Context: an optimization exercise on an open-source flow, tuned for small area, a short achievable clock period and few clock cycles. The choices shown serve that exercise and are no tape-out recipe.

Setup of maple:
==> flow/design.v <==
module rsa_encrypt(input clk, reset_n, compute,
                   input [31:0] M, e, n,
                   output logic [31:0] C,
                   output logic encrypt_done);
  logic        busy, first, init, keep, trv, mul, yb, ec;
  logic        sa, sx, zx;    
  logic        nz;            
  logic [4:0]  i;             
  logic [3:0]  j;             
  logic [15:0] acc, X;
  function automatic [1:0] lod4(input [3:0] v);
    lod4 = v[3] ? 2'd3 : v[2] ? 2'd2 : v[1] ? 2'd1 : 2'd0;
  endfunction
  function automatic [4:0] msb32(input [31:0] v);
    logic [7:0] nz;
    logic [1:0] hi;
    logic [1:0] lo;
    logic [3:0] q;
    for (int k = 0; k < 8; k++) nz[k] = |v[4*k +: 4];
    hi = lod4({|nz[7:6], |nz[5:4], |nz[3:2], |nz[1:0]});
    lo = nz[2*hi+1] ? 2'd1 : 2'd0;
    q = v[4*(2*hi+lo) +: 4];
    msb32 = {hi, lo[0], lod4(q)};
  endfunction
  function automatic [3:0] msb16(input [15:0] v);
    logic [3:0] nz;
    logic [1:0] hi;
    for (int k = 0; k < 4; k++) nz[k] = |v[4*k +: 4];
    hi = lod4(nz);
    msb16 = {hi, lod4(v[4*hi +: 4])};
  endfunction
  function automatic below16(input [15:0] v);
    below16 = 1'b0;
    for (int k = 0; k < 15; k++) if (v[k+1]) below16 = v[k];
  endfunction
  function automatic below2_16(input [15:0] v);
    below2_16 = 1'b0;
    for (int k = 0; k < 14; k++) if (v[k+2]) below2_16 = v[k];
  endfunction
  wire [15:0] nb = nz ? n[15:0] : 16'd0;
  wire [18:0] xa = zx ? 19'd0 : {2'b0, acc, 1'b0};
  wire [18:0] xb = {3'b0, ({16{sa}} & acc) | ({16{sx}} & X)};
  wire [18:0] z1 = ~{3'b0, nb};
  wire [18:0] z2 = ~{2'b0, nb, 1'b0};
  wire [18:0] s1 = xa ^ xb ^ z1;
  wire [18:0] c1 = {(xa[17:0] & xb[17:0]) | (xa[17:0] & z1[17:0]) | (xb[17:0] & z1[17:0]), 1'b1};
  wire [18:0] s2 = xa ^ xb ^ z2;
  wire [18:0] c2 = {(xa[17:0] & xb[17:0]) | (xa[17:0] & z2[17:0]) | (xb[17:0] & z2[17:0]), 1'b1};
  wire [18:0] t0 = xa + xb;
  wire [18:0] t1 = s1 + c1;    
  wire [18:0] t2 = s2 + c2;    
  wire p2 = !t2[18];
  wire p1 = t2[18] && !t1[18];
  wire p0 = t1[18];
  wire [15:0] acc_n = ({16{p2}} & t2[15:0]) | ({16{p1}} & t1[15:0]) | ({16{p0}} & t0[15:0]);
  wire [15:0] Y   = mul ? M[15:0] : X;    
  wire y01  = acc[15:1] == 15'd0;         
  wire m2   = M[15:2] == 14'd0;           
  wire bm   = below16(M[15:0]);           
  wire fin  = first ? (mul && m2) : (j == 4'd0);
  wire more = !mul && ec;                 
  wire adv  = fin && !more;               
  wire triv = (e[31:1] == 31'd0) || (M[15:1] == 15'd0);    
  logic busy_n, done_n, first_n, init_n, keep_n, mul_n, yb_n;
  logic [3:0] j_n;
  logic [4:0] i_n;
  always_comb begin
    busy_n = busy; done_n = encrypt_done;
    first_n = first; init_n = init; keep_n = keep; mul_n = mul;
    yb_n = yb; j_n = j; i_n = i;
    if (busy) begin
      if ((first && init && trv) || (adv && i == 5'd0)) begin
        busy_n = 1'b0;
        done_n = 1'b1;
      end
      if (first) begin
        first_n = 1'b0;
        init_n = 1'b0;
        if (mul) begin
          keep_n = 1'b0;
          j_n = msb16({2'b0, M[15:2]});
          yb_n = below2_16(M[15:0]);
        end else if (!init) begin
          keep_n = y01;
          j_n = y01 ? 4'd0 : msb16({1'b0, acc[15:1]});
          yb_n = below16(acc);
        end    
      end else begin
        j_n = j - 4'd1;
        yb_n = Y[j - 4'd1];
        keep_n = 1'b0;
      end
      if (fin) begin
        first_n = 1'b1;
        mul_n = more;
        if (adv) i_n = i - 5'd1;
      end
    end else begin
      if (encrypt_done) begin
        if (!compute) done_n = 1'b0;
      end else if (compute) busy_n = 1'b1;
      first_n = 1'b1;
      init_n = 1'b1;
      keep_n = 1'b0;
      mul_n = 1'b0;
      i_n = msb32({1'b0, e[31:1]});
      j_n = msb16({1'b0, M[15:1]});
      yb_n = bm;
    end
  end
  always_ff @(posedge clk, negedge reset_n) begin
    if (!reset_n) begin
      busy <= 1'b0;
      encrypt_done <= 1'b0;
    end else begin
      busy <= busy_n;
      encrypt_done <= done_n;
    end
  end
  wire sq1 = busy_n && first_n && !mul_n;    
  wire mu1 = busy_n && first_n && mul_n;     
  wire stp = busy_n && !first_n && !keep_n;  
  always_ff @(posedge clk) begin
    acc <= acc_n;
    ec <= e[i];
    first <= first_n; init <= init_n; keep <= keep_n; mul <= mul_n;
    yb <= yb_n; j <= j_n; i <= i_n;
    sa <= (sq1 && !init_n) || (mu1 && bm) || keep_n || !busy_n;
    sx <= (sq1 && init_n) || (stp && yb_n);
    zx <= sq1 || keep_n || !busy_n;
    nz <= stp || mu1;
    if (busy && first && !init) X <= acc;
    if (!busy) begin
      X <= M[15:0];
      trv <= triv;
    end
  end
  assign C = {16'd0, acc};
endmodule
==> flow/config.mk <==
export PLATFORM = sky130hd
export DESIGN_NAME = rsa_encrypt
export DESIGN_NICKNAME = rsa_encrypt
export VERILOG_FILES = /design/flow/design.v
export SDC_FILE = /design/flow/constraint.sdc
export NUM_CORES = 4
export LEC_CHECK = 0
export CAP_MARGIN = 20
export CORE_MARGIN = 2
export CORE_UTILIZATION = 40
export CTS_BUF_LIST = sky130_fd_sc_hd__clkbuf_8
export PLACE_DENSITY = 0.6
export SETUP_SLACK_MARGIN = 1.5
export SLEW_MARGIN = 20
==> flow/constraint.sdc <==
create_clock -name core_clock -period 5.0 [get_ports {clk}]
set_input_delay 1.0000 -clock core_clock [delete_from_list [all_inputs] [get_ports {clk}]]
set_output_delay 1.0000 -clock core_clock [all_outputs]
set_load 0.01 [all_outputs]
standard.sh (not shown) runs the stock make flow with config.mk's settings and CLKGATE_MAP_FILE= SYNTH_SCRIPT=/design/flow/synth_recipe.tcl, a recipe that flattens the netlist after the stock synthesis.
==> flow/flow/run.sh <==
#!/bin/bash
# The standard layout, with the port buffers made from the smallest buffer
# cell instead of the delay cell buffer_ports picks by default.
set -euo pipefail
export BUFFER_PORTS_ARGS="-buffer_cell sky130_fd_sc_hd__buf_1"
bash standard.sh > standard_flow.log 2>&1
Inputs modified between maple and birch:
diff --git a/flow/design.v b/flow/design.v
--- a/flow/design.v
+++ b/flow/design.v
@@ -3,6 +3,7 @@
                    output logic [31:0] C,
                    output logic encrypt_done);
-  logic        busy, first, init, keep, trv, mul, yb, ec;
-  logic        sa, sx, zx;    
+  logic        busy, first, keep, trv, mul, yb, ec;
+  logic        sa, sx;        
+  logic        ua, xX;        
   logic        nz;            
   logic [4:0]  i;             
@@ -39,5 +40,5 @@
   endfunction
   wire [15:0] nb = nz ? n[15:0] : 16'd0;
-  wire [18:0] xa = zx ? 19'd0 : {2'b0, acc, 1'b0};
+  wire [18:0] xa = {2'b0, ({16{ua}} & acc) | ({16{xX}} & X), 1'b0};
   wire [18:0] xb = {3'b0, ({16{sa}} & acc) | ({16{sx}} & X)};
   wire [18:0] z1 = ~{3'b0, nb};
@@ -50,8 +51,5 @@
   wire [18:0] t1 = s1 + c1;    
   wire [18:0] t2 = s2 + c2;    
-  wire p2 = !t2[18];
-  wire p1 = t2[18] && !t1[18];
-  wire p0 = t1[18];
-  wire [15:0] acc_n = ({16{p2}} & t2[15:0]) | ({16{p1}} & t1[15:0]) | ({16{p0}} & t0[15:0]);
+  wire [15:0] acc_n = !t2[18] ? t2[15:0] : (!t1[18] ? t1[15:0] : t0[15:0]);
   wire [15:0] Y   = mul ? M[15:0] : X;    
   wire y01  = acc[15:1] == 15'd0;         
@@ -62,13 +60,13 @@
   wire adv  = fin && !more;               
   wire triv = (e[31:1] == 31'd0) || (M[15:1] == 15'd0);    
-  logic busy_n, done_n, first_n, init_n, keep_n, mul_n, yb_n;
+  logic busy_n, done_n, first_n, keep_n, mul_n, yb_n;
   logic [3:0] j_n;
   logic [4:0] i_n;
   always_comb begin
     busy_n = busy; done_n = encrypt_done;
-    first_n = first; init_n = init; keep_n = keep; mul_n = mul;
+    first_n = first; keep_n = keep; mul_n = mul;
     yb_n = yb; j_n = j; i_n = i;
     if (busy) begin
-      if ((first && init && trv) || (adv && i == 5'd0)) begin
+      if (trv || (adv && i == 5'd0)) begin
         busy_n = 1'b0;
         done_n = 1'b1;
@@ -76,14 +74,13 @@
       if (first) begin
         first_n = 1'b0;
-        init_n = 1'b0;
         if (mul) begin
           keep_n = 1'b0;
           j_n = msb16({2'b0, M[15:2]});
           yb_n = below2_16(M[15:0]);
-        end else if (!init) begin
+        end else begin
           keep_n = y01;
           j_n = y01 ? 4'd0 : msb16({1'b0, acc[15:1]});
           yb_n = below16(acc);
-        end    
+        end
       end else begin
         j_n = j - 4'd1;
@@ -100,11 +97,10 @@
         if (!compute) done_n = 1'b0;
       end else if (compute) busy_n = 1'b1;
-      first_n = 1'b1;
-      init_n = 1'b1;
+      first_n = 1'b0;
       keep_n = 1'b0;
       mul_n = 1'b0;
+      j_n = msb16({1'b0, M[15:1]});
+      yb_n = below16(M[15:0]);
       i_n = msb32({1'b0, e[31:1]});
-      j_n = msb16({1'b0, M[15:1]});
-      yb_n = bm;
     end
   end
@@ -121,18 +117,18 @@
   wire mu1 = busy_n && first_n && mul_n;     
   wire stp = busy_n && !first_n && !keep_n;  
+  wire st1 = !busy && busy_n;                
   always_ff @(posedge clk) begin
     acc <= acc_n;
-    ec <= e[i];
-    first <= first_n; init <= init_n; keep <= keep_n; mul <= mul_n;
+    ec <= e[busy ? i : i_n];
+    first <= first_n; keep <= keep_n; mul <= mul_n;
     yb <= yb_n; j <= j_n; i <= i_n;
-    sa <= (sq1 && !init_n) || (mu1 && bm) || keep_n || !busy_n;
-    sx <= (sq1 && init_n) || (stp && yb_n);
-    zx <= sq1 || keep_n || !busy_n;
-    nz <= stp || mu1;
-    if (busy && first && !init) X <= acc;
-    if (!busy) begin
-      X <= M[15:0];
-      trv <= triv;
-    end
+    sa <= sq1 || (mu1 && bm) || keep_n || done_n;
+    sx <= (stp && yb_n && !(st1 && triv)) || (st1 && triv);
+    ua <= (stp && !st1) || mu1;
+    xX <= st1 && !triv;
+    trv <= st1 && triv;          
+    nz <= (stp && !(st1 && triv)) || mu1;
+    if (busy && first) X <= acc;
+    if (!busy) X <= M[15:0];
   end
   assign C = {16'd0, acc};
## What came out
Wire length of the first global-routing pass (birch over maple): increase, about 4.5%
Changes observed in birch relative to maple: synthesized area held, final critical path time including I/O delays and setup went up 0.18 ns, final worst-path cycle share went up 3.7 points.
Measured slew at the worst slew-check pin in birch is 0.045 ns above maple.
birch does worse than maple on setup slack after layout.
Going from maple to birch, final core area utilization grows by 1.8 points.
Function was not checked in any run of this note: the RTL went through the layout flow alone.

## what the ideal ports hide
In the flow no input, the clock included, has a driving cell. The finished layouts below were timed again as built, in two steps. Step 1, drivers: a clkbuf_16 drives clk and a buf_2 each remaining input, both assumed. Step 2 moves the port delays by t, midway between the first and last clock arrival at a register: inputs arrive t later, outputs are due t later. That takes back most of the time a late clock gives input paths. Three values: ideal, step 1, step 2; two values: the first two.
| run | shift t [ns] | setup slack, ns | slew at the worst register clock pin (ns) |
|---|---|---|---|
| maple | 0.354 | 1.480 / 1.483 / 1.128 | 0.11 / 0.11 |
| birch | 0.357 | 1.296 / 1.292 / 0.935 | 0.11 / 0.11 |
After both steps every run listed still meets setup and hold. For birch, which loses most, drivers alone change the setup slack by -0.004 ns; drivers and shift together by -0.361 ns.
